This design comes from an exercise in tuning for small area and a short achievable clock period on the open sky130 flow, not from production work. At most, simulation tests tie the RTL to the original design; equivalence was not proved.

==> build 24 <==
// cordic
module cordic (
    input clk,
    input rst_n,
    input start,
    input [15:0] angle,
    output reg [15:0] cos,
    output reg [15:0] sin
);
    reg [16:0] r;
    reg [3:0] cnt;
    wire d = ~r[16];
    wire idle = cnt[3] & cnt[2] & cnt[1];
    reg [14:0] e;
    always @(*) begin
        case (cnt)
            4'd0:  e = 15'h6487;
            4'd1:  e = 15'h3B58;
            4'd2:  e = 15'h1F5B;
            4'd3:  e = 15'h0FEA;
            4'd4:  e = 15'h07FD;
            4'd5:  e = 15'h03FF;
            4'd6:  e = 15'h01FF;
            4'd7:  e = 15'h00FF;
            4'd8:  e = 15'h007F;
            4'd9:  e = 15'h003F;
            4'd10: e = 15'h001F;
            4'd11: e = 15'h000F;
            4'd12: e = 15'h0007;
            4'd13: e = 15'h0003;
            default: e = 15'h0000;
        endcase
    end
    wire [15:0] tc_sh = sin >> cnt;
    wire [15:0] ts_sh = cos >> cnt;
    wire [15:0] tc = {tc_sh[15:2], tc_sh[1:0] & {2{~idle}}};
    wire [15:0] ts = {ts_sh[15:2], ts_sh[1:0] & {2{~idle}}};
    wire [15:0] new_cos;
    wire [15:0] new_sin;
    wire [16:0] new_r;
    wire [15:0] cy_c;
    wire [15:0] cy_s;
    bk_carry #(16) i_cy_c (.a(cos ^ {16{d}}), .b(tc), .ci(1'b0), .c(cy_c));
    bk_carry #(16) i_cy_s (.a(sin ^ {16{~d}}), .b(ts), .ci(1'b0), .c(cy_s));
    assign new_cos = cos ^ tc ^ cy_c;
    assign new_sin = sin ^ ts ^ cy_s;
    add_bk #(17) i_add_r (.a(r), .b({2'b00, e} ^ {17{d}}), .ci(d), .s(new_r));
    wire lo = (cnt == 4'd0) && (r[15:0] < 16'd2516);
    always @(posedge clk) begin
        if (start) begin
            cos <= 16'h4DBA;
            sin <= 16'h0000;
            r <= {1'b0, angle};
        end else begin
            cos <= new_cos;
            sin <= new_sin;
            r <= {new_r[16], new_r[15] & ~lo, new_r[14:0]};
        end
    end
    always @(posedge clk or negedge rst_n) begin
        if (!rst_n)
            cnt <= 4'hF;
        else if (start)
            cnt <= 4'h0;
  ...
==> module add_bk, before the edit <==
module add_bk #(parameter N = 16) (
    input  [N-1:0] a,
    input  [N-1:0] b,
    input          ci,
    output [N-1:0] s
);
    wire [N-1:0] c;
    bk_carry #(N) i_carry (.a(a), .b(b), .ci(ci), .c(c));
    assign s = a ^ b ^ c;
endmodule
==> module bk_carry, before the edit <==
module bk_carry #(parameter N = 16) (
    input  [N-1:0] a,
    input  [N-1:0] b,
    input          ci,
    output [N-1:0] c
);
    localparam L = (N <= 2) ? 1 : (N <= 4) ? 2 : (N <= 8) ? 3 : (N <= 16) ? 4 : (N <= 32) ? 5 : 6;
    wire [N-1:0] p0 = a ^ b;
    wire [N-1:0] g0 = a & b;
    wire [N*2*L-1:0] G;
    wire [N*2*L-1:0] P;
    assign G[N-1:0] = {g0[N-1:1], g0[0] | (p0[0] & ci)};
    assign P[N-1:0] = p0;
    genvar l, i;
    generate
        for (l = 0; l < L; l = l + 1) begin : up
            for (i = 0; i < N; i = i + 1) begin : bt
                if (((i + 1) % (2 << l)) == 0) begin : node
                    assign G[(l+1)*N+i] = G[l*N+i] | (P[l*N+i] & G[l*N+i-(1<<l)]);
                    assign P[(l+1)*N+i] = P[l*N+i] & P[l*N+i-(1<<l)];
                end else begin : pass
                    assign G[(l+1)*N+i] = G[l*N+i];
                    assign P[(l+1)*N+i] = P[l*N+i];
                end
            end
        end
        for (l = L - 2; l >= 0; l = l - 1) begin : down
            for (i = 0; i < N; i = i + 1) begin : bt
                if (((i + 1) % (2 << l)) == (1 << l) && i >= (2 << l)) begin : node
                    assign G[(2*L-1-l)*N+i] = G[(2*L-2-l)*N+i] | (P[(2*L-2-l)*N+i] & G[(2*L-2-l)*N+i-(1<<l)]);
                    assign P[(2*L-1-l)*N+i] = P[(2*L-2-l)*N+i] & P[(2*L-2-l)*N+i-(1<<l)];
                end else begin : pass
                    assign G[(2*L-1-l)*N+i] = G[(2*L-2-l)*N+i];
                    assign P[(2*L-1-l)*N+i] = P[(2*L-2-l)*N+i];
                end
            end
        end
    endgenerate
    wire [N-1:0] gf = G[(2*L-1)*N +: N];
    assign c = {gf[N-2:0], ci};
endmodule
==> module cordic, before the edit <==
module cordic (
    input clk,
    input rst_n,
    input start,
    input [15:0] angle,
    output reg [15:0] cos,
    output reg [15:0] sin
);
    reg [16:0] r;
    reg [3:0] cnt;
    wire d = ~r[16];
    wire idle = cnt[3] & cnt[2] & cnt[1];
    reg [14:0] e;
    always @(*) begin
        case (cnt)
            4'd0:  e = 15'h6487;
            4'd1:  e = 15'h3B58;
            4'd2:  e = 15'h1F5B;
            4'd3:  e = 15'h0FEA;
            4'd4:  e = 15'h07FD;
            4'd5:  e = 15'h03FF;
            4'd6:  e = 15'h01FF;
            4'd7:  e = 15'h00FF;
            4'd8:  e = 15'h007F;
            4'd9:  e = 15'h003F;
            4'd10: e = 15'h001F;
            4'd11: e = 15'h000F;
            4'd12: e = 15'h0007;
            4'd13: e = 15'h0003;
            default: e = 15'h0000;
        endcase
    end
    wire [15:0] tc_sh = sin >> cnt;
    wire [15:0] ts_sh = cos >> cnt;
    wire [15:0] tc = {tc_sh[15:2], tc_sh[1:0] & {2{~idle}}};
    wire [15:0] ts = {ts_sh[15:2], ts_sh[1:0] & {2{~idle}}};
    wire [15:0] new_cos;
    wire [15:0] new_sin;
    wire [16:0] new_r;
    wire [15:0] cy_c;
    wire [15:0] cy_s;
    bk_carry #(16) i_cy_c (.a(cos ^ {16{d}}), .b(tc), .ci(1'b0), .c(cy_c));
    bk_carry #(16) i_cy_s (.a(sin ^ {16{~d}}), .b(ts), .ci(1'b0), .c(cy_s));
    assign new_cos = cos ^ tc ^ cy_c;
    assign new_sin = sin ^ ts ^ cy_s;
    add_bk #(17) i_add_r (.a(r), .b({2'b00, e} ^ {17{d}}), .ci(d), .s(new_r));
    wire lo = (cnt == 4'd0) && (r[15:0] < 16'd2516);
    always @(posedge clk) begin
        if (start) begin
            cos <= 16'h4DBA;
            sin <= 16'h0000;
            r <= {1'b0, angle};
        end else begin
            cos <= new_cos;
            sin <= new_sin;
            r <= {new_r[16], new_r[15] & ~lo, new_r[14:0]};
        end
    end
    always @(posedge clk or negedge rst_n) begin
        if (!rst_n)
            cnt <= 4'hF;
        else if (start)
            cnt <= 4'h0;
        else if (cnt != 4'hF)
            cnt <= cnt + 4'h1;
    end
endmodule
clock: 16.0 ns
lec_check: 0
abc_area: 1
cap_margin: 20
core_margin: 2
core_utilization: 40
slew_margin: 20
standard.sh (not shown) runs the stock make flow with config.mk's settings and CLKGATE_MAP_FILE= SYNTH_SCRIPT=/design/flow/synth_recipe.tcl, a recipe that flattens the netlist after the stock synthesis.
==> flow/flow/run.sh <==
#!/bin/bash
# The standard layout with these changes:
#  - synthesis: no full/half-adder cell extraction (ADDER_MAP_FILE empty), so
#    ABC sees whole register-to-register paths, and ABC maps with a
#    delay-constrained area-recovering script (flow/abc_map.script) instead
#    of ORFS's; the rest of the standard synthesis script, including the
#    flip-flop mapping, flattening and renaming, is unchanged;
#  - repair_timing aims for extra setup slack (SETUP_SLACK_MARGIN) so that
#    the achieved period, not just the 16 ns clock, is optimised;
#  - the ports get plain buffers (buf_2) instead of delay cells.
set -euo pipefail
here=$(pwd)
{
  head -n 1 synth_recipe.tcl
  cat <<EOT
proc abc {args} {
  set i [lsearch -exact \$args -script]
  if {\$i >= 0} { set args [lreplace \$args [expr {\$i + 1}] [expr {\$i + 1}] $here/flow/abc_map.script] }
  yosys abc {*}\$args
}
EOT
  tail -n +2 synth_recipe.tcl
} > synth_map.tcl
bash standard.sh SYNTH_SCRIPT="$here/synth_map.tcl" ADDER_MAP_FILE= SETUP_SLACK_MARGIN=11.8 \
  'BUFFER_PORTS_ARGS=-buffer_cell sky130_fd_sc_hd__buf_2' finish > standard_flow.log 2>&1
==> flow/flow/abc_map.script <==
strash
dch
map -D 2000
topo
==> build 65 (differences from build 24) <==
==> flow/design.v (replaced) <==
module cordic (
    input clk,
    input rst_n,
    input start,
    input [15:0] angle,
    output reg [15:0] cos,
    output reg [15:0] sin
);
    reg [16:0] r;
    reg [3:0] cnt;
    wire d = ~r[16];
    wire idle = cnt[3] & cnt[2] & cnt[1];
    reg [14:0] e;
    always @(*) begin
        case (cnt)
            4'd0:  e = 15'h6487;
            4'd1:  e = 15'h3B58;
            4'd2:  e = 15'h1F5B;
            4'd3:  e = 15'h0FEA;
            4'd4:  e = 15'h07FD;
            4'd5:  e = 15'h03FF;
            4'd6:  e = 15'h01FF;
            4'd7:  e = 15'h00FF;
            4'd8:  e = 15'h007F;
            4'd9:  e = 15'h003F;
            4'd10: e = 15'h001F;
            4'd11: e = 15'h000F;
            4'd12: e = 15'h0007;
            4'd13: e = 15'h0003;
            default: e = 15'h0000;
        endcase
    end
    wire [15:0] tc_sh = sin >> cnt;
    wire [15:0] ts_sh = cos >> cnt;
    wire [15:0] tc = {tc_sh[15:2], tc_sh[1:0] & {2{~idle}}};
    wire [15:0] ts = {ts_sh[15:2], ts_sh[1:0] & {2{~idle}}};
    wire [15:0] new_cos = cos + (tc ^ {16{d}}) + {15'd0, d};
    wire [15:0] new_sin = sin + (ts ^ {16{~d}}) + {15'd0, ~d};
    wire [16:0] new_r = r + ({2'b00, e} ^ {17{d}}) + {16'd0, d};
    wire lo = (cnt == 4'd0) && (r[15:0] < 16'd2516);
    always @(posedge clk) begin
        if (start) begin
            cos <= 16'h4DBA;
            sin <= 16'h0000;
            r <= {1'b0, angle};
        end else begin
            cos <= new_cos;
            sin <= new_sin;
            r <= {new_r[16], new_r[15] & ~lo, new_r[14:0]};
        end
    end
    always @(posedge clk or negedge rst_n) begin
        if (!rst_n)
            cnt <= 4'hF;
        else if (start)
            cnt <= 4'h0;
        else if (cnt != 4'hF)
            cnt <= cnt + 4'h1;
    end
endmodule
==> flow/flow/run.sh (replaced) <==
#!/bin/bash
# Standard layout, with repair_timing aiming for extra setup slack so that the
# achieved period, not just the 16 ns clock, is optimised.
set -euo pipefail
bash standard.sh SETUP_SLACK_MARGIN=11.5 finish > standard_flow.log 2>&1
--- a/flow/config.mk
+++ b/flow/config.mk
@@ -7,3 +7,2 @@
 export LEC_CHECK = 0
-export ABC_AREA = 1
 export CAP_MARGIN = 20
removed: flow/flow/abc_map.script
==> build 21 (differences from build 24) <==
==> flow/design.v (replaced) <==
module cordic (
    input clk,
    input rst_n,
    input start,
    input [15:0] angle,
    output reg [15:0] cos,
    output reg [15:0] sin
);
    reg [16:0] r;
    reg [3:0] cnt;
    wire d = ~r[16];
    wire idle = cnt[3] & cnt[2] & cnt[1];
    reg [14:0] e;
    always @(*) begin
        case (cnt)
            4'd0:  e = 15'h6487;
            4'd1:  e = 15'h3B58;
            4'd2:  e = 15'h1F5B;
            4'd3:  e = 15'h0FEA;
            4'd4:  e = 15'h07FD;
            4'd5:  e = 15'h03FF;
            4'd6:  e = 15'h01FF;
            4'd7:  e = 15'h00FF;
            4'd8:  e = 15'h007F;
            4'd9:  e = 15'h003F;
            4'd10: e = 15'h001F;
            4'd11: e = 15'h000F;
            4'd12: e = 15'h0007;
            4'd13: e = 15'h0003;
            default: e = 15'h0000;
        endcase
    end
    wire [15:0] tc_sh = sin >> cnt;
    wire [15:0] ts_sh = cos >> cnt;
    wire [15:0] tc = {tc_sh[15:2], tc_sh[1:0] & {2{~idle}}};
    wire [15:0] ts = {ts_sh[15:2], ts_sh[1:0] & {2{~idle}}};
    wire [15:0] new_cos = cos + (tc ^ {16{d}}) + {15'd0, d};
    wire [15:0] new_sin = sin + (ts ^ {16{~d}}) + {15'd0, ~d};
    wire [16:0] new_r = r + ({2'b00, e} ^ {17{d}}) + {16'd0, d};
    wire lo = (cnt == 4'd0) && (r[15:0] < 16'd2516);
    always @(posedge clk) begin
        if (start) begin
            cos <= 16'h4DBA;
            sin <= 16'h0000;
            r <= {1'b0, angle};
        end else begin
            cos <= new_cos;
            sin <= new_sin;
            r <= {new_r[16], new_r[15] & ~lo, new_r[14:0]};
        end
    end
    always @(posedge clk or negedge rst_n) begin
        if (!rst_n)
            cnt <= 4'hF;
        else if (start)
            cnt <= 4'h0;
        else if (cnt != 4'hF)
            cnt <= cnt + 4'h1;
    end
endmodule
==> flow/run.sh (new file) <==
#!/bin/bash
# synth_recipe.tcl (not shown) runs the flow's synth.tcl, then flattens the netlist and writes it again
# the make line also repeats each setting of config.mk as NAME=value (left out here)
make -C /OpenROAD-flow-scripts/flow DESIGN_CONFIG=/design/flow/config.mk WORK_HOME=/design/flow/orfs CLKGATE_MAP_FILE= SYNTH_SCRIPT=/design/flow/synth_recipe.tcl finish
--- a/flow/config.mk
+++ b/flow/config.mk
@@ -7,3 +7,2 @@
 export LEC_CHECK = 0
-export ABC_AREA = 1
 export CAP_MARGIN = 20
removed: flow/flow/run.sh
removed: flow/flow/abc_map.script
removed: flow/standard.sh
==> results.cfg <==
[status]
status = finished clean

[layout]
multi_input_area_um2 = 3430
num-nonclk-buffers = 57
n_fill_cell = 1285
nets = 881

[synthesis]
synthMuxAreaShare_pct = 0.412
synth-xor-area-share_pct = 16.8
synth_nets = 817
synth_area_leaders = dfxtp_1 20%, nand2_1 15%, xor2_1 13%, o21ai_0 9.5%, nor2_1 8.0%
synth_commonest_cells = 197 x nand2_1, 103 x nor2_1, 94 x clkinv_1
netlist_area_um2 = 4860

[setup_path]
crit_cells = 1
cp-endpoint = cos[9]

[global_route]
grt_pass1_wl_um = 22700

[timing]
tightest_slew_ps = 602
setup_ws_ps = 11830

[pwr]
finalPower_mw = 1.20
Source of the figures above: build 24

==> results.cfg <==
[layout]
layout-drive-gt1-share_pct = 18.6
nets = 776
n_fill_cell = 1269
multi_input_area_um2 = 4240

[setup_path]
r2r_cells = 20
crit_cells = 20
cp-endpoint = cos[14]$_SDFF_PP1_
r2r_start = cnt[0]$_DFFE_PN1P_

[synthesis]
synth_area_leaders = dfxtp_1 18%, ha_1 11%, xnor2_1 11%, mux2i_1 5.7%, mux4_2 5.0%
synth_nets = 734
ys_warn_count = 1
synth-xor-area-share_pct = 13.5
synth-main-ff-cell = dfxtp_1
netlist_area_um2 = 5450

[place]
dp_cells = 855

[timing]
setup_ws_ps = 11510
tightest_slew_ps = 692

[status]
status = finished clean

[pwr]
powerComb_mw = 1.39
Source of the figures above: build 65

==> results.cfg <==
[status]
status = finished clean

[global_route]
grt_pass1_wl_um = 24400

[setup_path]
cp-endpoint = cos[14]$_SDFF_PP1_

[layout]
n_fill_cell = 1315
nets = 757

[synthesis]
netlist_area_um2 = 5450
synth_commonest_cells = 70 x xnor2_1, 55 x nor2_1, 53 x nand2_1

[pwr]
finalPower_mw = 1.67

[timing]
tightest_slew_ps = 835
setup_ws_ps = 10130
Source of the figures above: build 21

Only the layout flow was run in build 24; the RTL was not checked for function there.

-- separate check: timing with driven ports --
How much do the figures lean on ideal ports? The routed layouts below were timed once more, with nothing changed but the port constraints. Step 1 assumes that a clkbuf_16 drives the clock port and a buf_2 every other input. Step 2 times the ports against the registers' clock, not the clock port: input delays grow and output delays shrink by t, the midpoint of the rising clock arrivals with the driver on. Three values: no drivers, after step 1, after step 2; two values: the first two.
run	t (ns)	slack for setup (ns)	hold slack, ns
build 24	0.350	11.828 / 11.786 / 11.625	0.488 / 0.488 / 0.488
build 65	0.351	11.514 / 11.476 / 11.514	0.559 / 0.559 / 0.559
build 21	0.342	10.126 / 10.126 / 10.126	0.577 / 0.577 / 0.577
After both steps setup and hold are still met in every run listed. For build 24, which loses most, drivers alone change the setup slack by -0.042 ns; drivers and shift together by -0.203 ns.
